This is an optimization exercise on Yosys and OpenROAD, whose aim is small area and a short achievable clock period, not a production implementation. In this exercise RTL edits were held to simulation tests only and were not proved equivalent to the original. Power and IR drop assume default switching activity.

--- design/flow/design.v ---
module mux2to1_16b(ip0, ip1, ctrl_sig, op);
input wire [15:0] ip1, ip0;
input wire ctrl_sig;
output reg [15:0] op;
always @(*)
begin
 op = (ctrl_sig) ? ip1: ip0;
 end
endmodule
module mux2to1_3b (ip0,ip1, ctrl_sig, op);
input wire [2:0] ip1,ip0;
input wire  ctrl_sig ;
output reg [2:0] op;
always @(*)
begin
case(ctrl_sig)
 1:begin op=ip1; end
 0:begin op=ip0; end
endcase
end
endmodule
module mux2to1_9b (ip0,ip1, ctrl_sig, op);
input wire [8:0] ip1,ip0;
input wire  ctrl_sig ;
output reg [8:0] op;
always @(*)
begin
case(ctrl_sig)
 1:begin op=ip1; end
 0:begin op=ip0; end
endcase
end
endmodule
module mux4to1_16b (ip0,ip1,ip2,ip3,ctrl_sig, op);
input wire [15:0] ip0,ip1,ip2,ip3;
input wire [1:0]ctrl_sig ;
output reg [15:0] op;
always @(*)
begin
case(ctrl_sig)
 2'b01:begin op=ip1; end
 2'b10:begin op=ip2; end
 2'b11:begin op=ip3; end
 2'b00:begin op=ip0; end
endcase
end
endmodule
module mux8to1_16b(ip0,ip1,ip2,ip3,ip4,ip5,ip6,ip7,ctrl_sig,op);
input wire [15:0] ip0,ip1,ip2,ip3,ip4,ip5,ip6,ip7;
input wire [2:0]ctrl_sig;
output reg [15:0]op;
always @ (*) 
begin
	case (ctrl_sig)
			3'b000:
			begin
				op=ip0;
			end
		3'b001:
			begin
				op=ip1;
			end
		3'b010:
			begin
				op=ip2;
			end
		3'b011:
			begin
				op=ip3;
			end
			3'b100:
			begin
				op=ip4;
			end
			3'b101:
			begin
				op=ip5;
			end
			default:
			begin
				op=3'b000;
			end
endcase
end
endmodule
module se79_16(in,out);
input wire [8:0] in;
output reg [15:0] out;
reg [6:0] pad;
always @(*) 
begin 
if (in[8])begin
	pad= 7'b1111111;
	end
	else begin
	pad= 7'b0;
	end
	out = {pad,in};
end
endmodule
module se97_16(in,out);
input wire [8:0] in;
output reg [15:0] out;
wire [6:0] pad = 7'b0;	
always @(*) 
begin 
	out = {in,pad};
end
endmodule
module priority_encoder (enable,inData,vbit,outAddr, temp);
input wire enable;
input wire [8:0] inData;
output wire [8:0] temp;
output reg vbit;
output wire [2:0] outAddr;
always @(* ) begin
		if(enable)begin
		vbit = inData[0]|inData[1]|inData[2]|inData[3]|inData[4]|inData[5]|inData[6]|inData[6]|inData[7];
	   end
		else 
		begin
		vbit = 0;
		end
	end
assign   outAddr = ( ! enable) ? 0 : (
      (inData[7]) ? 0 : 
      (inData[6]) ? 1 : 
      (inData[5]) ? 2 : 
      (inData[4]) ? 3 : 
      (inData[3]) ? 4 : 
      (inData[2]) ? 5 : 
      (inData[1]) ? 6 :
	   (inData[0]) ? 7 :	0);
assign   temp = ( ! enable) ? 9'b0 : (
      (inData[7]) ? inData&9'b101111111 : 
      (inData[6]) ? inData&9'b110111111 : 
      (inData[5]) ? inData&9'b111011111 : 
      (inData[4]) ? inData&9'b111101111 : 
      (inData[3]) ? inData&9'b111110111 : 
      (inData[2]) ? inData&9'b111111011 : 
      (inData[1]) ? inData&9'b111111101:
	   (inData[0]) ? inData&9'b111111110 :	9'b000000000);
endmodule
module ALU1(
 In_ALU_opcode,
 In_ALUA_data,
 In_ALUB_data,
 Out_ALU_CFlag,
 Out_ALU_ZFlag,
 Out_ALU_result,
 In_reset,
 clk
 );
 input [5:0] In_ALU_opcode;
 input wire [15:0] In_ALUA_data;
 input wire [15:0] In_ALUB_data;
 output reg Out_ALU_CFlag;
 output reg Out_ALU_ZFlag;
 output reg [15:0] Out_ALU_result;
 input In_reset;
 input clk;
 reg Out_ALU_CFlag_q, Out_ALU_ZFlag_q;
 reg [15:0] Out_ALU_result_q;
 parameter nop = 2'b00;
 parameter add = 2'b01;
 parameter comp = 2'b10;
 parameter nan = 2'b11;
 always @(*)
 begin
	Out_ALU_CFlag = Out_ALU_CFlag_q;
	Out_ALU_ZFlag = Out_ALU_ZFlag_q;
	Out_ALU_result = Out_ALU_result_q;
	case (In_ALU_opcode[5:4])
		2'b00:
		begin end
		2'b01:
		begin
			if(In_ALU_opcode[3])
			 begin
				{Out_ALU_CFlag, Out_ALU_result} = In_ALUA_data + In_ALUB_data;
			 end
			 else begin
				Out_ALU_result = In_ALUA_data + In_ALUB_data;
			 end
			if(In_ALU_opcode[2]) begin
				if(Out_ALU_result == 0) Out_ALU_ZFlag = 1;
				else Out_ALU_ZFlag = 0;
			end
		end
		2'b10:
		begin
			if(In_ALU_opcode[3])
			 begin
				{Out_ALU_CFlag, Out_ALU_result} = ~(In_ALUA_data && In_ALUB_data);
			 end
			 else begin
				Out_ALU_result = In_ALUA_data + In_ALUB_data;
			 end
			if(In_ALU_opcode[2]) begin
				if(Out_ALU_result == 0) Out_ALU_ZFlag = 1;
				else Out_ALU_ZFlag = 0;
			end
		end
		2'b11:
		begin
			if(In_ALUA_data == In_ALUB_data) Out_ALU_ZFlag = 1;
			else Out_ALU_ZFlag = 0;
		end
	endcase
	if(In_reset) begin
   Out_ALU_CFlag = 0;
	Out_ALU_ZFlag = 0;
	end
 end
 always @(posedge clk)
 begin
	if(In_reset) begin
		Out_ALU_CFlag_q <= 0;
		Out_ALU_ZFlag_q <= 0;
		Out_ALU_result_q <= 0;
	end
	else begin
		Out_ALU_CFlag_q <= Out_ALU_CFlag;
		Out_ALU_ZFlag_q <= Out_ALU_ZFlag;
		Out_ALU_result_q <= Out_ALU_result;
	end
 end
endmodule
module RegisterFile( A1,A2,A3,RF1,RF2,RF3,RF4,reset, clk, rf3_wr_en, rf4_wr_en,
							R0, R1, R2, R3, R4, R5, R6, R7);
integer i;
input  wire [2:0] A1,A2,A3;
input wire reset, clk, rf3_wr_en, rf4_wr_en;
input wire [15:0] RF3,RF4;
output reg [15:0] RF1,RF2;
reg [15:0] register [0:7];
output wire [15:0] R0, R1, R2, R3, R4, R5, R6, R7;
assign R0 = register[0];
assign R1 = register[1];
assign R2 = register[2];
assign R3 = register[3];
assign R4 = register[4];
assign R5 = register[5];
assign R6 = register[6];
assign R7 = register[7];
reg [15:0] RF1_q, RF2_q;
always @(posedge clk)
begin
	if(reset) begin
		RF1_q <= 16'b0;
		RF2_q <= 16'b0;
	end
	else begin
		RF1_q <= RF1;
		RF2_q <= RF2;
	end
end
always @(*)
begin
	RF1 = RF1_q;
	if(!reset && (!rf3_wr_en || (rf3_wr_en &&(A3!=A1) )))
	begin
		RF1 = register[A1];
	end
	else if (rf3_wr_en &&(A3==A1)&&(A1!=7) )begin
		RF1 = RF3;
	end
	else if (A1==7)begin
		RF1 = RF4;
	end
end
always @(*)
begin
	RF2 = RF2_q;
	if(!reset && (!rf3_wr_en || (rf3_wr_en &&(A3!= A2) )))
	begin
		RF2 = register[A2];
	end
	else if (rf3_wr_en &&(A3==A2)&&(A2!=7) )begin
		RF2 = RF3;
	end
	else if (A1==7)begin
		RF2 = RF4;
	end
end
always @(posedge clk)
begin
	if(!reset && rf3_wr_en)begin
		register [A3] <= RF3;
	end
	if(!reset && rf4_wr_en && A3 !=7)begin
	register[7]<=RF4;
	end
	if(reset) begin
	 for (i = 0; i<8; i = i+1) begin
		register [i] <= 16'b0;
		end
	end
end
endmodule
module forwarding_unit (reg_efct_RE, reg_efct_EM,reg_efct_MW, flush_RE, flush_EM,flush_MW,
							load_EM,load_MW,store_RE, Rs1_RE, Rs2_RE, Rd_EM,Rd_MW,
								forward_muxA_ctrl, forward_muxB_ctrl, T2_dash_ctrl, clk, reset);
input wire [2:0] reg_efct_EM, reg_efct_RE,reg_efct_MW;
input wire flush_EM, flush_RE,flush_MW, load_EM,load_MW,store_RE;
input wire [2:0] Rs1_RE, Rs2_RE, Rd_EM,Rd_MW;
output reg [1:0] forward_muxA_ctrl, forward_muxB_ctrl;
output reg T2_dash_ctrl;
reg tempA, tempB;
input wire clk, reset;
reg T2_dash_ctrl_q;
always @(posedge clk)
begin
	if(reset) T2_dash_ctrl_q <= 0;
	else T2_dash_ctrl_q <= T2_dash_ctrl;
end
always @(*) begin
tempA = 0; tempB = 0;
forward_muxA_ctrl = 2'b00;
forward_muxB_ctrl = 2'b00;
T2_dash_ctrl = T2_dash_ctrl_q;
 if(store_RE==0) begin 
	if(!flush_EM && !flush_RE)
	begin
		if(reg_efct_EM[0]==1 && reg_efct_RE[1]==1 && Rs2_RE==Rd_EM) begin
			if(!load_EM) begin
			forward_muxB_ctrl = 2'b10;
			tempB = 1;
			end
		end
		if(reg_efct_EM[0]==1 && reg_efct_RE[2]==1 && Rs1_RE==Rd_EM) begin
			if(!load_EM) begin
			forward_muxA_ctrl = 2'b10;
			tempA = 1;
			end
		end		
	end
	if(!flush_MW && !flush_RE)
	begin
		if(reg_efct_MW[0]==1 && reg_efct_RE[1]==1 && Rs2_RE==Rd_MW) begin
			if(load_MW) begin
			forward_muxB_ctrl = 2'b01;
			tempB = 1;
			end
		end
		if(reg_efct_MW[0]==1 && reg_efct_RE[2]==1 && Rs1_RE==Rd_MW) begin
			if(load_MW) begin
			forward_muxA_ctrl = 2'b01;
			tempA = 1;
			end
		end		
	end
end
else 
begin
	if(!flush_EM && !flush_RE)
	begin
		if(reg_efct_EM[0]==1 && reg_efct_RE[1]==1 && Rs2_RE==Rd_EM) begin
			if(!load_EM) begin
			forward_muxB_ctrl = 2'b00;
			T2_dash_ctrl = 1;
			end
		end
		if(reg_efct_EM[0]==1 && reg_efct_RE[2]==1 && Rs1_RE==Rd_EM) begin
			if(!load_EM) begin
			forward_muxA_ctrl = 2'b10;
			T2_dash_ctrl = 0;
			tempA = 1;
			end
		end		
	end
	if(!flush_MW && !flush_RE)
	begin
		if(reg_efct_MW[0]==1 && reg_efct_RE[1]==1 && Rs2_RE==Rd_MW) begin
			if(load_MW) begin
			forward_muxB_ctrl = 2'b00;
			T2_dash_ctrl = 1;
			end
		end
		if(reg_efct_MW[0]==1 && reg_efct_RE[2]==1 && Rs1_RE==Rd_MW) begin
			if(load_MW) begin
			forward_muxA_ctrl = 2'b01;
			T2_dash_ctrl = 0;
			tempA = 1;
			end
		end		
	end
	else begin
		forward_muxA_ctrl = 2'b00;
		forward_muxB_ctrl = 2'b00;
		T2_dash_ctrl = 0;
	end
end
	if(!tempA) forward_muxA_ctrl = 2'b00;
	if(!tempB) forward_muxB_ctrl = 2'b00;
end
endmodule
module hazard_unit (IR_FD, flush_FD, flush_DR, flush_RE, flush_EM, flush_MW,
							flush_FD_in,flush_DR_in, flush_RE_in,flush_EM_in,flush_MW_in,
						  ALU_pc_muxA_ctrl, ALU_pc_muxB_ctrl, PC_mux_ctrl, 
						  PC_en, FD_en, DR_en, RE_en, EM_en, MW_en, vbit_LM,vbit_SM, T3_ctrl, 
						  R7_dest_RE, R7_dest_EM, R7_dest_MW,load_RE, load_EM, load_MW,LM_RE, LM_EM, LM_MW, SM_DR,SM_EM,
						  jump_bits_DR,jump_bits_RE, jump_bits_EM, imm9FDctrl, imm9EMctrl, 
						  zero_flag, store_RE, reg_efct_RE, reg_efct_EM, Rd_MW, Rd_EM,
						  Rs1_RE, Rs2_RE,prio_enc_LM_en,prio_enc_SM_en, clk, reset);
input wire [15:0] IR_FD;
input wire vbit_LM, vbit_SM,zero_flag,store_RE;
input wire R7_dest_RE, R7_dest_EM, R7_dest_MW,load_RE, load_EM,load_MW, LM_RE, LM_EM, LM_MW, SM_DR,SM_EM;
input wire [1:0] jump_bits_DR,jump_bits_RE, jump_bits_EM;
input wire [2:0] reg_efct_RE, reg_efct_EM;
input wire [2:0] Rd_EM, Rd_MW,Rs1_RE, Rs2_RE;
input wire flush_FD_in,flush_DR_in, flush_RE_in,flush_EM_in,flush_MW_in;
output reg flush_FD, flush_DR, flush_RE, flush_EM, flush_MW;
output reg ALU_pc_muxA_ctrl, ALU_pc_muxB_ctrl;
output reg [2:0] PC_mux_ctrl;
output reg PC_en,FD_en, DR_en, RE_en, EM_en, MW_en,T3_ctrl;
output reg imm9EMctrl,imm9FDctrl;
output reg prio_enc_LM_en, prio_enc_SM_en;
input wire clk, reset;
reg FD_en_q, DR_en_q, RE_en_q, EM_en_q, ALU_pc_muxB_ctrl_q;
always @(posedge clk)
begin
	if(reset) begin
		FD_en_q <= 1;
		DR_en_q <= 1;
		RE_en_q <= 1;
		EM_en_q <= 1;
		ALU_pc_muxB_ctrl_q <= 0;
	end
	else begin
		FD_en_q <= FD_en;
		DR_en_q <= DR_en;
		RE_en_q <= RE_en;
		EM_en_q <= EM_en;
		ALU_pc_muxB_ctrl_q <= ALU_pc_muxB_ctrl;
	end
end
always @(*)
begin
FD_en = FD_en_q;
DR_en = DR_en_q;
RE_en = RE_en_q;
EM_en = EM_en_q;
MW_en = 1;
ALU_pc_muxB_ctrl = ALU_pc_muxB_ctrl_q;
	if (R7_dest_MW&&load_MW==1&&flush_MW_in==0)  
	begin
		PC_mux_ctrl = 3'b100;
		ALU_pc_muxA_ctrl = 0;
		ALU_pc_muxB_ctrl = 0;
		PC_en = 1;
		flush_FD=1;
		flush_DR=1;
		flush_RE=1;
		flush_EM=1;
		flush_MW=1;
	end
	else if (flush_RE_in==0&&jump_bits_RE==2'b00&&zero_flag)  
	begin
		PC_mux_ctrl = 3'b001;
		ALU_pc_muxA_ctrl = 1;
		ALU_pc_muxB_ctrl = 1;
		PC_en = 1;
		flush_FD=1;
		flush_DR=1;
		flush_RE=1;
		flush_EM=flush_RE_in;
		flush_MW=flush_EM_in;
	end 
	else if (R7_dest_RE&&load_RE==0&&flush_RE_in==0 
	&&jump_bits_RE==2'b11) 
	begin
		PC_mux_ctrl = 3'b010;
		ALU_pc_muxA_ctrl = 0;
		ALU_pc_muxA_ctrl = 0;
		PC_en = 1;
		flush_FD=1;
		flush_DR=1;
		flush_RE=1;
		flush_EM=flush_RE_in;
		flush_MW=flush_EM_in;
	end
	else if (flush_DR_in==0&&jump_bits_DR==2'b10)  
	begin
			PC_mux_ctrl = 3'b011;
			ALU_pc_muxA_ctrl = 0;
			ALU_pc_muxA_ctrl = 0;
			PC_en = 1;
			flush_FD=1;
			flush_DR=1;
			flush_RE=flush_DR_in;
			flush_EM=flush_RE_in;
			flush_MW=flush_EM_in;
	end
	else if (flush_FD_in==0&&IR_FD[15:12] == 4'b1000)  
	begin
		flush_FD=1;
			PC_mux_ctrl = 3'b001;
			ALU_pc_muxA_ctrl = 0;
			ALU_pc_muxB_ctrl = 0;
			PC_en = 1;
			flush_DR=flush_FD_in;
			flush_RE=flush_DR_in;
			flush_EM=flush_RE_in;
			flush_MW=flush_EM_in;
	end
	else begin    
			PC_mux_ctrl = 3'b000;
			ALU_pc_muxA_ctrl = 0;
			ALU_pc_muxA_ctrl = 0;
			PC_en = 1;
			flush_FD=0;
			flush_DR=flush_FD_in;
			flush_RE=flush_DR_in;
			flush_EM=flush_RE_in;
			flush_MW=flush_EM_in;
	end
	if(reg_efct_EM[0]==1 && reg_efct_RE[2]==1 && Rs1_RE==Rd_EM && load_EM
		&&(!flush_EM_in && !flush_RE_in)||
		(reg_efct_EM[0]==1 && reg_efct_RE[1]==1 && Rs2_RE==Rd_EM && load_EM
		&&(!flush_EM_in && !flush_RE_in))) 
	begin
		PC_en = 0; 
		FD_en = 0;
		DR_en = 0;
		RE_en = 0;
		EM_en = 0;
		flush_EM = 1;		
	end
	else if (reg_efct_EM[0]==1 && reg_efct_RE[2]==1 && Rs1_RE==Rd_EM && load_EM
		&&(flush_EM_in && !flush_RE_in)||
		(reg_efct_EM[0]==1 && reg_efct_RE[1]==1 && Rs2_RE==Rd_EM && load_EM
		&&(flush_EM_in && !flush_RE_in))) 
    begin
		PC_en = 1; 
		FD_en = 1;
		DR_en = 1;
		RE_en = 1;
		EM_en = 1;
		flush_EM = 0;	
	 end
	if(flush_RE_in == 0 && LM_RE)  begin
			PC_en = 0; 
			FD_en = 0;
			DR_en = 0;
			RE_en = 0;
			EM_en = 1;
			flush_RE = 1;
			end
	if (LM_EM && flush_EM_in==0)
	begin
		prio_enc_LM_en=1;
	end
	else
	begin
		prio_enc_LM_en=0;
	end
	if (flush_EM_in == 0 && LM_EM ) begin
			PC_en = 0; 
			FD_en = 0;
			DR_en = 0;
			RE_en = 0;
			EM_en = 0;
			end
	if (flush_MW_in == 0 && LM_MW ) begin
			if(!vbit_LM) begin
			PC_en = 1; 
			FD_en = 1;
			DR_en = 1;
			RE_en = 1;
			EM_en = 1;
			MW_en = 1;
			end
	end
	if ( IR_FD[15:12] == 4'b0111&& flush_FD_in==0)
	begin
		prio_enc_SM_en=1;
	end
	else 
	begin
		prio_enc_SM_en = 0;
	end
	if (flush_FD_in == 0 && IR_FD[15:12] == 4'b0111)
	begin
		if(vbit_SM) begin
		PC_en = 0;
		FD_en = 0;
		end
		else 
		begin
		PC_en = 1; FD_en = 1; flush_DR = 1;
		end
	end
	if (IR_FD[15:12] == 4'b0111 && vbit_SM) begin
		imm9FDctrl = 1;
	end
	else  imm9FDctrl = 0;
	if (LM_EM && vbit_LM) begin
		imm9EMctrl = 1;
	end
	else  imm9EMctrl = 0;
	if (LM_EM && vbit_LM || SM_EM && flush_EM_in==0) begin
		T3_ctrl = 1;
	end
	else begin T3_ctrl = 0; end	 
end
endmodule
module controller (clock, reset,
	imem_addr, imem_data,
	dmem_en, dmem_we, dmem_addr, dmem_wdata, dmem_rdata,
	rf_we, rf_waddr, rf_wdata);
input wire clock;
input wire reset;
output wire [15:0] imem_addr;
input wire [15:0] imem_data;
output wire dmem_en, dmem_we;
output wire [15:0] dmem_addr, dmem_wdata;
input wire [15:0] dmem_rdata;
output wire rf_we;
output wire [2:0] rf_waddr;
output wire [15:0] rf_wdata;
reg [15:0] PC;
wire PC_en;
wire [15:0] PC_next, PC_new;
wire [15:0]ALU_PC_out,IR_FD_se6_16,IR_RE_se6_16;
wire [15:0] ALU_PC_A, ALU_PC_B;
wire [2:0] PC_mux_ctrl;
reg [15:0] IR_FD;
wire [15:0] F_D_in;
reg [15:0] PC_FD;
reg flush_FD; 
wire [32:0] F_D;
wire imm9FDctrl;
wire [8:0] imm9FDout;
wire [2:0] Rs2_FD_wire;
reg [15:0] PC_DR;
reg [2:0] Rs1_DR, Rs2_DR, Rd_DR;
reg [5:0] ALU_op_DR;
reg [8:0] Imm9_DR;
reg R7_dest_DR, flush_DR, load_DR, store_DR, LM_DR, SM_DR;
reg ALU_MuxA_DR;
reg [2:0] ALU_MuxB_DR;
reg a1_ctrl;
wire a2_ctrl;
reg a3_ctrl_DR;
reg [1:0] jump_DR;
wire[57:0] D_R ;
reg [2:0] reg_efct_DR;
wire [2:0] Rs2_DR_wire;
reg [15:0] PC_RE, T1, T2;
reg [2:0] Rs1_RE,Rs2_RE,Rd_RE;
reg flush_RE, load_RE, R7_dest_RE, LM_RE, SM_RE, store_RE, a3_ctrl_RE;
reg [8:0] Imm9_RE;
reg ALU_MuxA_RE;
reg [2:0] ALU_MuxB_RE;
reg [5:0] ALU_op_RE;
reg [1:0] jump_RE;
wire [15:0] se97_16out, se79_16out;
wire [15:0] aluA, aluB, aluOut, aluForwardA,aluForwardB;
wire [1:0] forwardCtrlA, forwardCtrlB;
wire [2:0] a1, a2;
wire [15:0] rf1, rf2,rf3;
reg[15:0] rf4;
wire rf3_wr_en;
reg rf4_wr_en;
wire [87:0]R_E;
reg [2:0] reg_efct_RE;
wire  T3_ctrl, T2_dash_ctrl;
wire [15:0] T2_dash_in;
wire [15:0]T3_inc_out, edbout, T3_in;
wire carry_flag,zero_flag; 
reg [15:0]  T2_dash, T3;
reg [2:0]Rd_EM;
reg LM_EM,SM_EM, flush_EM, R7_dest_EM, load_EM,store_EM,WB_en_EM;
reg a3_ctrl_EM;
reg [1:0] CR;
reg [1:0] jump_EM;
wire [64:0]E_M;
wire mem_en;
reg [2:0] reg_efct_EM;
reg [8:0] Imm9_EM;
wire imm9EMctrl;
wire [8:0] imm9EMout;
wire FD_en,DR_en,RE_en,EM_en,MW_en;
reg R7_dest_MW,load_MW, flush_MW, store_MW,a3_ctrl_MW,WB_en_MW;
reg [15:0] T4, mdr;
reg[2:0] Rd_MW;
wire [37:0] M_W;
reg LM_MW;
reg [2:0]reg_efct_MW;
wire [2:0] a3_MW_wire;
wire vbit_LM; 
wire [2:0]prio_enc_LM_out_addr;
wire prio_enc_LM_en;
wire [8:0]prio_enc_LM_op;
wire vbit_SM; 
wire [2:0]prio_enc_SM_out_addr;
wire prio_enc_SM_en;
wire [8:0] prio_enc_SM_op;
wire flush_DR_wire, flush_EM_wire, flush_MW_wire, flush_RE_wire, flush_FD_wire;
se79_16 signExtender79_16_PC_FD(IR_FD[8:0], IR_FD_se6_16);
se79_16 signExtender79_16_PC_RE(Imm9_RE, IR_RE_se6_16);
mux2to1_16b ALU_PC_MUXA (PC_FD, PC_RE, alu_pc_A_ctrl,ALU_PC_A);
mux2to1_16b ALU_PC_MUXB (IR_FD_se6_16, IR_RE_se6_16, alu_pc_B_ctrl,ALU_PC_B);
mux8to1_16b  PC_mux(PC_new, ALU_PC_out, aluOut, rf2, edbout, 16'b0,16'b0,16'b0,PC_mux_ctrl, PC_next);
assign ALU_PC_out=ALU_PC_A + ALU_PC_B;
assign PC_new = PC + 1;
assign imem_addr = PC;
assign F_D_in = imem_data;
assign F_D[32] = flush_FD;
assign F_D[31:16] = IR_FD;
assign F_D[15:0] = PC_FD;
assign D_R = {jump_DR, a3_ctrl_DR, a2_ctrl, a1_ctrl, ALU_MuxA_DR, ALU_MuxB_DR,
						R7_dest_DR, flush_DR, load_DR, store_DR, LM_DR, SM_DR,
						Imm9_DR, ALU_op_DR, Rd_DR, Rs2_DR, Rs1_DR, PC_DR,reg_efct_DR};
wire [15:0] R0, R1, R2, R3, R4, R5, R6, R7;
mux2to1_3b a1_mux(3'b111, Rs1_DR,a1_ctrl, a1);
mux2to1_3b a2_DR_mux(prio_enc_SM_out_addr, Rs2_FD_wire,a2_ctrl, Rs2_DR_wire);
RegisterFile regFile (a1,Rs2_DR,Rd_MW, rf1, rf2, rf3, rf4, reset, clock, rf3_wr_en, rf4_wr_en,
								R0,R1, R2, R3, R4, R5, R6, R7);
assign R_E={jump_RE,ALU_op_RE,ALU_MuxB_RE,ALU_MuxA_RE,Imm9_RE,
flush_RE, load_RE, R7_dest_RE, LM_RE, SM_RE, store_RE, a3_ctrl_RE,
Rs1_RE,Rs2_RE,Rd_RE, T1, T2,PC_RE,reg_efct_RE};
se97_16 signExtender97_16(Imm9_RE, se97_16out);
se79_16 signExtender79_16(Imm9_RE, se79_16out);
mux2to1_16b aluSrcAMux(16'b0, T1, ALU_MuxA_RE, aluA);
mux8to1_16b aluSrcBMux(16'b1, se97_16out, se79_16out, T2,16'b0,16'b0,16'b0,16'b0, ALU_MuxB_RE, aluB);
mux4to1_16b forwardMuxA(aluA, rf3, T3, 16'b0, forwardCtrlA, aluForwardA);
mux4to1_16b forwardMuxB(aluB, rf3, T3, 16'b0, forwardCtrlB, aluForwardB);
ALU1 alu1(ALU_op_RE,aluForwardA,aluForwardB,carry_flag, zero_flag,aluOut, reset, clock);
mux2to1_16b T3_mux(aluOut,T3_inc_out,T3_ctrl, T3_in);
mux2to1_16b T2_dash_mux(T2, mdr, T2_dash_ctrl, T2_dash_in);
assign E_M={a3_ctrl_EM,LM_EM,SM_EM, flush_EM, R7_dest_EM, 
load_EM,store_EM,Rd_EM, T2_dash, T3,WB_en_EM,reg_efct_EM,Imm9_EM};
assign mem_en= (load_EM || store_EM)&&!flush_EM;
reg [15:0] edbout_q;
assign edbout = (!reset && mem_en) ? dmem_rdata : edbout_q;
always @(posedge clock)
begin
	if(reset) edbout_q <= 16'b0;
	else edbout_q <= edbout;
end
assign dmem_en = !reset && mem_en;
assign dmem_we = !reset && mem_en && store_EM;
assign dmem_addr = T3;
assign dmem_wdata = T2_dash;
assign T3_inc_out= T3 +1;
assign M_W={R7_dest_MW,load_MW, flush_MW, store_MW,a3_ctrl_MW,T4, mdr, Rd_MW,WB_en_MW};
mux2to1_3b a3_mux_MW( prio_enc_LM_out_addr,Rd_EM, a3_ctrl_EM, a3_MW_wire);
mux2to1_16b WB_mux(T4,mdr, load_MW, rf3);
assign rf3_wr_en = (!LM_EM && WB_en_MW && !flush_MW) || (LM_EM && WB_en_MW && !flush_EM);
priority_encoder prio_enc_LM(prio_enc_LM_en,Imm9_EM, vbit_LM, prio_enc_LM_out_addr, prio_enc_LM_op);
priority_encoder prio_enc_SM(prio_enc_SM_en, IR_FD[8:0], vbit_SM, prio_enc_SM_out_addr, prio_enc_SM_op);
mux2to1_9b imm9FDmux (F_D_in[8:0],prio_enc_SM_op,imm9FDctrl, imm9FDout);
mux2to1_9b imm9EMmux (Imm9_RE,prio_enc_LM_op,imm9EMctrl, imm9EMout);
forwarding_unit forwarding_unit_0 (reg_efct_RE, reg_efct_EM,reg_efct_MW, flush_RE, flush_EM,flush_MW,
							load_EM,load_MW,store_RE, Rs1_RE, Rs2_RE, Rd_EM,Rd_MW,
							forwardCtrlA, forwardCtrlB, T2_dash_ctrl, clock, reset);
hazard_unit hazard_unit_0 (IR_FD, flush_FD_wire, flush_DR_wire, flush_RE_wire, flush_EM_wire, flush_MW_wire,
							flush_FD,flush_DR, flush_RE,flush_EM,flush_MW,
						  alu_pc_A_ctrl, alu_pc_B_ctrl, PC_mux_ctrl, 
						  PC_en, FD_en, DR_en, RE_en, EM_en, MW_en, vbit_LM,vbit_SM, T3_ctrl, 
						  R7_dest_RE, R7_dest_EM, R7_dest_MW,load_RE, load_EM, load_MW,LM_RE, LM_EM, LM_MW, SM_DR,SM_EM,
						  jump_DR,jump_RE, jump_EM, imm9FDctrl, imm9EMctrl, 
						  zero_flag, store_RE, reg_efct_RE, reg_efct_EM, Rd_MW, Rd_EM,
						  Rs1_RE, Rs2_RE,prio_enc_LM_en,prio_enc_SM_en, clock, reset);
assign rf_we = rf3_wr_en;
assign rf_waddr = Rd_MW;
assign rf_wdata = rf3;
assign   Rs2_FD_wire = ( (IR_FD[15:12]==4'b0000 )|| (IR_FD[15:12] == 4'b0010)||
								 (IR_FD[15:12]==4'b1100)||(IR_FD[15:12]==4'b1001)	) ? IR_FD[8:6] : (
      (IR_FD[15:12]==4'b0101) ? IR_FD[11:9] : 3'b000);
assign a2_ctrl= (IR_FD[15:12]==4'b0111) ? 0 :1;
always @(posedge clock) 
begin
	if(reset) begin
		PC <= 16'b0;
		IR_FD <= 16'b0; PC_FD <= 16'b0; flush_FD <= 1;
		PC_DR <= 16'b0; flush_DR <= 1;
		Rs1_DR <= 3'b0; Rs2_DR <= 3'b0; Rd_DR <= 3'b0;
		ALU_op_DR <= 6'b000011; Imm9_DR <= 9'b0;
		R7_dest_DR <= 0; load_DR <= 0; store_DR <= 0; LM_DR <= 0; SM_DR <= 0;
		ALU_MuxA_DR <= 0; ALU_MuxB_DR <= 3'b0; a1_ctrl <= 0; a3_ctrl_DR <= 0;
		reg_efct_DR <= 3'b0; jump_DR <= 2'b11;
		rf4_wr_en <= 0; rf4 <= 16'b0;
		PC_RE <= 16'b0; T1 <= 16'b0; T2 <= 16'b0; flush_RE <= 1;
		Rs1_RE <= 3'b0; Rs2_RE <= 3'b0; Rd_RE <= 3'b0;
		load_RE <= 0; R7_dest_RE <= 0; LM_RE <= 0; SM_RE <= 0; store_RE <= 0; a3_ctrl_RE <= 0;
		Imm9_RE <= 9'b0; ALU_MuxA_RE <= 0; ALU_MuxB_RE <= 3'b0; ALU_op_RE <= 6'b000011;
		jump_RE <= 2'b11; reg_efct_RE <= 3'b0;
		CR <= 2'b0; WB_en_EM <= 0;
		T2_dash <= 16'b0; T3 <= 16'b0; Rd_EM <= 3'b0;
		LM_EM <= 0; SM_EM <= 0; flush_EM <= 1; R7_dest_EM <= 0; load_EM <= 0; store_EM <= 0;
		a3_ctrl_EM <= 0; jump_EM <= 2'b11; reg_efct_EM <= 3'b0; Imm9_EM <= 9'b0;
		T4 <= 16'b0; mdr <= 16'b0; Rd_MW <= 3'b0;
		R7_dest_MW <= 0; load_MW <= 0; flush_MW <= 1; store_MW <= 0; a3_ctrl_MW <= 0;
		WB_en_MW <= 0; LM_MW <= 0; reg_efct_MW <= 3'b0;
	end
	else begin
	if(PC_en) begin
		PC<= PC_next;
	end
	if(FD_en) begin
		PC_FD<=PC;
		IR_FD[15:9]<=F_D_in[15:9];
		IR_FD[8:0]<=imm9FDout;
		flush_FD<=flush_FD_wire;
	end
	else if (IR_FD[15:12]==4'b0111) begin
		IR_FD[8:0]<=imm9FDout;
		end
	if (DR_en)begin
		PC_DR<=PC_FD;
		flush_DR<=flush_DR_wire;
	case (IR_FD[15:12])
	4'b0000: 
		begin
			Rs1_DR<=IR_FD[11:9];
			Rs2_DR<=Rs2_DR_wire;
			Rd_DR<=IR_FD[5:3];
			if(IR_FD[1:0] == 2'b00) begin
				ALU_op_DR <= 6'b011100;
			end
			if(IR_FD[1:0] == 2'b10) begin
				ALU_op_DR <= 6'b011110;
			end
			if(IR_FD[1:0] == 2'b01) begin
				ALU_op_DR <= 6'b011101;
			end
			if(IR_FD[5:3]==7) R7_dest_DR <= 1;
			else begin R7_dest_DR<=0;
			load_DR<=0;
			ALU_MuxA_DR<=1;
			ALU_MuxB_DR<=2'b011;
			a1_ctrl<=1;
			a3_ctrl_DR<=1;
			LM_DR<=0;
			SM_DR<=0;
			store_DR<=0;	
			reg_efct_DR<=3'b111;
			jump_DR<=2'b11;
			end
		end
	4'b0010: 
		begin
			Rs1_DR<=IR_FD[11:9];
			Rs2_DR<=Rs2_DR_wire;
			Rd_DR<=IR_FD[5:3];
			if(IR_FD[1:0] == 2'b00) begin
				ALU_op_DR <= 6'b101100;
			end
			if(IR_FD[1:0] == 2'b10) begin
				ALU_op_DR <= 6'b101110;
			end
			if(IR_FD[1:0] == 2'b01) begin
				ALU_op_DR <= 6'b101101;
			end
			if(IR_FD[5:3]==7) R7_dest_DR <= 1;
			else begin R7_dest_DR<=0;
			load_DR<=0;
			ALU_MuxA_DR<=1;
			ALU_MuxB_DR<=3'b011;
			a1_ctrl<=1;
			a3_ctrl_DR<=1;
			LM_DR<=0;
			SM_DR<=0;
			store_DR<=0;	
			reg_efct_DR<=3'b111;
			jump_DR<=2'b11;
			end
		end
	4'b0001: 
		begin
			Rs1_DR<=IR_FD[11:9];
			Rs2_DR<=Rs2_DR_wire;
			Rd_DR<=IR_FD[8:6];
			Imm9_DR<={IR_FD[5],IR_FD[5],IR_FD[5],IR_FD[5:0]};
			ALU_op_DR <= 6'b011100;
			if(IR_FD[8:6]==7) R7_dest_DR <= 1;
			else R7_dest_DR<=0;
			load_DR<=0;
			ALU_MuxA_DR<=1;
			ALU_MuxB_DR<=3'b010;
			a1_ctrl<=1;
			a3_ctrl_DR<=1;
			LM_DR<=0;
			SM_DR<=0;
			store_DR<=0;
			reg_efct_DR<=3'b101;
			jump_DR<=2'b11;
		end
	4'b0011: 
		begin
			Rd_DR<=IR_FD[11:9];
			Rs2_DR<=Rs2_DR_wire;
			Imm9_DR<=IR_FD[8:0];
			ALU_op_DR <= 6'b011100;
			if(IR_FD[11:9]==7) R7_dest_DR <= 1;
			else R7_dest_DR<=0;
			load_DR<=0;
			ALU_MuxA_DR<=0;
			ALU_MuxB_DR<=3'b010;
			a3_ctrl_DR<=1;
			LM_DR<=0;
			SM_DR<=0;
			store_DR<=0;
			reg_efct_DR<=3'b001;
			jump_DR<=2'b11;
		end
	4'b0100: 
		begin
			Rs1_DR<=IR_FD[8:6];
			Rs2_DR<=Rs2_DR_wire;
			Rd_DR<=IR_FD[11:9];
			Imm9_DR<={IR_FD[5],IR_FD[5],IR_FD[5],IR_FD[5:0]};
			ALU_op_DR <= 6'b010100;
			if(IR_FD[11:9]==7) R7_dest_DR <= 1;
			else R7_dest_DR<=0;
			load_DR<=1;
			ALU_MuxA_DR<=1;
			ALU_MuxB_DR<=3'b010;
			LM_DR<=0;	
			a3_ctrl_DR<=1;
			SM_DR<=0;
			store_DR<=0;
			reg_efct_DR<=3'b101;
			jump_DR<=2'b11;
		end
	4'b0101: 
		begin
			Rs1_DR<=IR_FD[8:6];
			Rs2_DR<=Rs2_DR_wire;
			Imm9_DR<={IR_FD[5],IR_FD[5],IR_FD[5],IR_FD[5:0]};
			ALU_op_DR <= 6'b010011;
			R7_dest_DR<=0;
			load_DR<=0;
			ALU_MuxA_DR<=1;
			ALU_MuxB_DR<=3'b010;
			a1_ctrl<=1;
			LM_DR<=0;
			SM_DR<=0;
			store_DR<=1;
			reg_efct_DR<=3'b110;
			jump_DR<=2'b11;
		end
	4'b0110: 
		begin
			Rs1_DR<=IR_FD[11:9];
			Rs2_DR<=Rs2_DR_wire;
			Imm9_DR<=IR_FD[8:0];
			ALU_op_DR <= 6'b010000;
			if(IR_FD[0]==1) R7_dest_DR <= 1;
			else R7_dest_DR<=0;
			load_DR<=1;
			ALU_MuxA_DR<=1;
			ALU_MuxB_DR<=3'b100;
			a1_ctrl<=1;
			a3_ctrl_DR<=0;
			LM_DR<=1;
			SM_DR<=0;
			store_DR<=0;
			reg_efct_DR<=3'b100;
			jump_DR<=2'b11;
		end
	4'b0111: 
		begin
			Rs1_DR<=IR_FD[11:9];
			Rs2_DR<=Rs2_DR_wire;
			Imm9_DR<=IR_FD[8:0];
			ALU_op_DR <= 6'b010011;
			R7_dest_DR<=0;
			load_DR<=0;
			ALU_MuxA_DR<=1;
			ALU_MuxB_DR<=3'b100;
			a1_ctrl<=1;
			LM_DR<=0;
			SM_DR<=1;
			store_DR<=1;
			reg_efct_DR<=3'b100;
			jump_DR<=2'b11;
		end
		4'b1100: 
		begin
			Rs1_DR<=IR_FD[11:9];
			Rs2_DR<=Rs2_DR_wire;
			Imm9_DR<=IR_FD[8:0];
			ALU_op_DR <= 6'b110111;
			R7_dest_DR<=0;
			load_DR<=0;
			ALU_MuxA_DR<=1;
			ALU_MuxB_DR<=3'b011;
			a1_ctrl<=1;
			LM_DR<=0;
			SM_DR<=0;
			store_DR<=0;
			reg_efct_DR<=3'b110;
			jump_DR<=2'b00;
		end	
		4'b1000: 
		begin
			Rs1_DR<=7;
			Rs2_DR<=Rs2_DR_wire;
			Rd_DR<=IR_FD[11:9];
			Imm9_DR<=IR_FD[8:0];
			ALU_op_DR <= 6'b010000;
			if(IR_FD[11:9]==7) R7_dest_DR <= 1;
			else R7_dest_DR<=0;
			load_DR<=0;
			ALU_MuxA_DR<=1;
			ALU_MuxB_DR<=3'b000;
			a1_ctrl<=1;
			LM_DR<=0;
			SM_DR<=0;
			store_DR<=0;
			reg_efct_DR<=3'b001;
			jump_DR<=2'b01;
		end	
		4'b1001: 
		begin
			Rs1_DR<=7;
			Rs2_DR<=Rs2_DR_wire;
			Rd_DR<=IR_FD[11:9];
			Imm9_DR<=IR_FD[8:0];
			ALU_op_DR <= 6'b010000;
			if(IR_FD[11:9]==7) R7_dest_DR <= 1;
			else R7_dest_DR<=0;
			load_DR<=0;
			ALU_MuxA_DR<=1;
			ALU_MuxB_DR<=3'b000;
			a1_ctrl<=1;
			LM_DR<=0;
			SM_DR<=0;
			store_DR<=0;
			reg_efct_DR<=3'b101;
			jump_DR<=2'b10;
		end
	endcase
end
	rf4_wr_en<=1;
	rf4<= PC_FD;
	if (!RE_en&&(flush_RE == 0 && LM_RE)) begin
		flush_RE<=flush_RE_wire;
	end
	if(RE_en)begin
		PC_RE<=PC_DR;
		flush_RE<=flush_RE_wire;
		T1<=rf1;
		T2<=rf2;
		a3_ctrl_RE<=a3_ctrl_DR;
		Imm9_RE<=Imm9_DR;
		load_RE<=load_DR;
		R7_dest_RE<=R7_dest_DR;
		LM_RE<=LM_DR;
		SM_RE<=SM_DR;
		store_RE<=store_DR;
		Rs1_RE<=Rs1_DR;
		Rs2_RE<=Rs2_DR;
		Rd_RE<=Rd_DR;
		ALU_MuxA_RE<=ALU_MuxA_DR;
		ALU_MuxB_RE<=ALU_MuxB_DR;
		ALU_op_RE<=ALU_op_DR;
		reg_efct_RE<=reg_efct_DR;
		jump_RE<=jump_DR;
	end
	CR[1]<=carry_flag;
	CR[0]<=zero_flag;
	if(ALU_op_RE[1:0]==2'b0) WB_en_EM<=1;
	else if(ALU_op_RE[1:0]==2'b10 && CR[1]) WB_en_EM<=1;
	else if(ALU_op_RE[1:0]==2'b10 && !CR[1])WB_en_EM<=0;
	else if(ALU_op_RE[1:0]==2'b01 && CR[0])WB_en_EM<=1;
	else if(ALU_op_RE[1:0]==2'b01 && !CR[0])WB_en_EM<=0;
	else if (ALU_op_RE[1:0]==2'b11) WB_en_EM<=0;
	if (!EM_en&&(reg_efct_EM[0]==1 && reg_efct_RE[2]==1 && Rs1_RE==Rd_EM && load_EM
		&&(!flush_EM && !flush_RE)||
		(reg_efct_EM[0]==1 && reg_efct_RE[1]==1 && Rs2_RE==Rd_EM && load_EM
		&&(!flush_EM && !flush_RE))))begin
		flush_EM<=flush_EM_wire;
		end
	if (!EM_en && LM_EM && flush_EM==0)	
	begin
	T3<=T3_in;
	Imm9_EM<=imm9EMout;
	end
	if (SM_EM&& flush_EM==0)
	begin
	T3<=T3_in;
	end
	if(EM_en)begin
	 T3<=T3_in;
	 T2_dash<=T2_dash_in;
	 Rd_EM<=Rd_RE;
	 LM_EM<=LM_RE;
	 SM_EM<=SM_RE;
	 flush_EM<=flush_EM_wire;
	 load_EM<=load_RE;
	 a3_ctrl_EM<=a3_ctrl_RE;
	 store_EM<=store_RE;
	 R7_dest_EM<=R7_dest_RE;
	 reg_efct_EM<=reg_efct_RE;
	 jump_EM<=jump_RE;
	 Imm9_EM<=imm9EMout;
	end
	if(MW_en) begin
		mdr<=edbout;
		T4<=T3;
		R7_dest_MW<=R7_dest_EM;
		load_MW<=load_EM;
		store_MW<=store_EM;
		a3_ctrl_MW<=a3_ctrl_EM;
		flush_MW<=flush_MW_wire;
		store_MW<=store_EM;
		WB_en_MW<=WB_en_EM;
		Rd_MW<=a3_MW_wire;
		LM_MW<=LM_EM;
		reg_efct_MW<=reg_efct_EM;
	end
	end
	end
endmodule
--- design/flow/run.sh ---
#!/bin/bash
# synth_recipe.tcl (not shown) runs the flow's synth.tcl, then flattens the netlist and writes it again
# the make line also repeats each setting of config.mk as NAME=value (left out here)
make -C /OpenROAD-flow-scripts/flow DESIGN_CONFIG=/design/flow/config.mk WORK_HOME=/design/flow/orfs CLKGATE_MAP_FILE= SYNTH_SCRIPT=/design/flow/synth_recipe.tcl finish
--- design/flow/config.mk ---
export PLATFORM = sky130hd
export DESIGN_NAME = controller
export DESIGN_NICKNAME = controller
export VERILOG_FILES = /design/flow/design.v
export SDC_FILE = /design/flow/constraint.sdc
export NUM_CORES = 4
export LEC_CHECK = 0
export ABC_AREA = 1
export CAP_MARGIN = 20
export CORE_MARGIN = 2
export CORE_UTILIZATION = 40
export SLEW_MARGIN = 20
--- design/flow/constraint.sdc ---
create_clock -name core_clock -period 9.0 [get_ports {clock}]
set_input_delay 1.8000 -clock core_clock [delete_from_list [all_inputs] [get_ports {clock}]]
set_output_delay 1.8000 -clock core_clock [all_outputs]
set_load 0.01 [all_outputs]
==> metrics.cfg <==
[cts]
cts_tree = yes
htreeDepth = 2
hold_buffers = 0
cts_resized = 0
cts_buffers = 53
clock_sinks = 479
cts_root_buf = clkbuf_16
post_cts_buffers = 0
insertion_delay_ns = 0.63
clockBufferDepth = 3
path_clk_slew_ns = 0.06

[grt]
grt_max_degree = 101
antenna_found_initial = 4
track_usage_pct = 30.0
grt-ovfl-total = 0
grt_pass1_wl_mm = 148
grt_pass1_vias = 23400

[setup_path]
critical_path_class = reg -> reg
start_kind = flop
worstPathArrival_ns = 8.08
crit_path_max_fanout = 17
cpPeakStageDelay_ns = 0.54
path_common_cell = nand2_1
cp_slowest_cell = dfxtp_1
critPathCaptureType = flop
reg2reg_from = Rd_MW[1]
required_ns = 9.56
crit_start = Rd_MW[1]

[synth]
syn_nets = 3767
yosysWarnings = 15
synthCells = 3691
synthMuxAreaShare_pct = 0
synthAdderAreaFrac_pct = 2.15
synth-edff-count = 16
yosysSeqAreaShare_pct = 38.7
synth_top_area_share_pct = 36.8
synth_compound_area_share_pct = 26.3
synth_area_um2 = 25200
yosysUniqueCellTypes = 57
synthXorXnorAreaFrac_pct = 0.760
synth_area_leaders = dfxtp_1 (37%), o21ai_0 (11%), nand2_1 (8.5%), a21oi_1 (8.3%), inv_1 (6.5%)
synth_largest_area_cell = dfxtp_1
ys_ff_latch = 479
synth_top_family_by_area = compound AO/OA/AOI/OAI gates
ys.flop_type = dfxtp_1
synthArstFlopShare_pct = 0
yosys.area_share.simple_pct = 20.7
syn_avg_cell_area_um2 = 6.82

[finish]
layout_common_cells = nand2_1 (571), o21ai_0 (533), dfxtp_1 (462)
area_growth_pct = 13.2
antennaDiodeCount = 0
layout-drive-gt1-share_pct = 6.24
stdcell_area_um2 = 28500
fin_nets = 3733
final_common_cell = nand2_1

[route]
viasPerCell = 5.60
dr_total_vias = 25400
drc = 0
drtIter0Drc = 2756
detail-route-antenna-nets = 0
wirelength_mm = 98.5
drt-pass1-iter-count = 5
wl_per_cell_um = 21.7

[floorplanning]
core_area_um2 = 61900
num_rows = 91
die_area_um2 = 65000
die_h_um = 255
io_pins = 104
die_w_um = 255
start_util_pct = 40.7

[placement]
dpl_cell_area_um2 = 26600
port-buffer-count = 103
pre_cts_ws_ns = 1.59
dp.final_hpwl_mm = 71.2
routabilityCongestion = 0.995

[sta]
final-hold-violation-count = 0
tightest_slew_ns = 1.02
setup_tns_ns = 0
finalSetupViolCount = 0
fin_crit_ns = 7.52
fin_hold_ws_ns = 0.414
fin_crit_sh_pct = 83.5
rsz0062_at_grt = false
max_slew_margin_pct = 31.7
drv_slew = 0
fmax_ghz = 0.133
worst_slack_ns = 1.48
finalClockSkew_ns = 0.0299

[pwr]
ir_drop_mv = 0.161
power_density_nw_per_um2 = 190
p_total_mw = 5.41
leakage_nw = 11.5

[status]
outcome = complete, no violations

[min_path]
hp-start = WB_en_EM
hold_path_class = reg -> reg

[run]
drv_cap = 0

==> where the power goes <==
| group | switching, mW | leakage (nW) | internal (mW) |
|---|---|---|---|
| combinational | 0.496 | 6.66 | 0.220 |
| sequential | 0.0649 | 3.94 | 2.21 |
| clock | 0.985 | 0.954 | 1.43 |
==> layer usage <==
metal | track usage (%) | vias to the layer above | routed length [um]
li1 | - | 12300 | -
met1 | 40.4 | 11900 | 42600
met2 | 47.6 | 1092 | 44200
met3 | 5.54 | 195 | 7880
met4 | 11.2 | 6 | 3710
met5 | 0 | - | 41
==> synthesized netlist by cell type (all sizes together) (4+ instances only) <==
cell,n
nand2,584
o21ai,537
dfxtp,463
inv,458
a21oi,422
nor2,393
clkbuf,169
nand3,165
buf,73
a211oi,50
o211ai,49
ha,40
o22ai,38
nor3,34
nand4,30
a31oi,19
o221ai,19
xor2,18
edfxtp,16
o2111ai,14
clkinv,13
or2,13
a221oi,12
a22oi,10
nor4,8
nand3b,7
o21bai,7
a41oi,4
and2,4
==> kinds of logic after synthesis <==
family                   after synthesis
AO/OA/AOI/OAI                       1198
XOR/XNOR                              21
adder cells (fa/ha/maj)               42
buffers and inverters                713
flip-flops                           479
AND/OR/NAND/NOR                     1238
==> worst max-delay path: cells and delay by family (launching register included) <==
kind	cells	cell delay [ns]
and+or+nand+nor	30	3.47
buffers and inverters	5	0.48
AOI/OAI and AO/OA	9	1.31
xor gates and xnor gates	2	0.35
DFF	1	0.54
adders and majority gates	4	1.29
==> layout make-up <==
| class | instances | area, um2 |
|---|---|---|
| inverter | 471 | 1770 |
| tap | 837 | 1050 |
| multi-input combinational | 2499 | 12600 |
| clock inverter | 29 | 362 |
| fill | 6470 | 33400 |
| clock buffer | 70 | 1570 |
| timing repair buffer | 153 | 1410 |
| sequential | 479 | 9750 |
==> flip-flops by register name, indices dropped and copies added (netlist names), 4 cells and up, named ones only <==
name and flops:
PC_DR 16, regFile.RF1_q 4, regFile.register 128, T1 16
IR_FD 16, Imm9_EM 8, PC_RE 16, Imm9_DR 9
rf4 16, T3 16, mdr 16, alu1.Out_ALU_result_q 16
ALU_op_RE 6, Imm9_RE 9, PC_FD 16, PC 16
regFile.RF2_q 16, T2_dash 16, ALU_op_DR 6, T4 16
T2 16
==> worst paths after layout <==
path / cells after the start / end / slack (ns)
setup / recovery: 50 / PC[14] / 1.48
setup reg to reg: 50 / PC[14] / 1.48
hold / removal: 2 / WB_en_MW / 0.41
hold reg to reg: 2 / WB_en_MW / 0.41
==> stage by stage <==
step | util [%] | std cells
final | 46.1 | 4538
after global routing | 46.1 | 4538
after CTS | 46.0 | 4538
after detailed placement | 42.9 | 4439
after global placement | 42.9 | 4439
after floorplan | - | 3691

## re-timing with driven ports
Ports are ideal in the flow. The routed layout listed here was re-timed in OpenROAD.
Step 1 assumes that a clkbuf_16 drives the clock port and a buf_2 every other input.
Step 2 adds t to the input delays and takes it off the output delays; t is the mean of the earliest and latest rising clock arrival at the registers after step 1. Input paths then give back, and output paths get back, about the clock's delay inside the block.
Slacks: no drivers / after step 1 / after step 2; pairs: no drivers / after step 1.
t (ns): 0.673
slack for setup (ns): 1.481 / 1.481 / 1.481
hold slack, ns: 0.414 / 0.414 / 0.414
After both steps setup and hold are still met in this run. For this run, drivers alone change the setup slack by 0.000 ns; drivers and shift together by 0.000 ns.
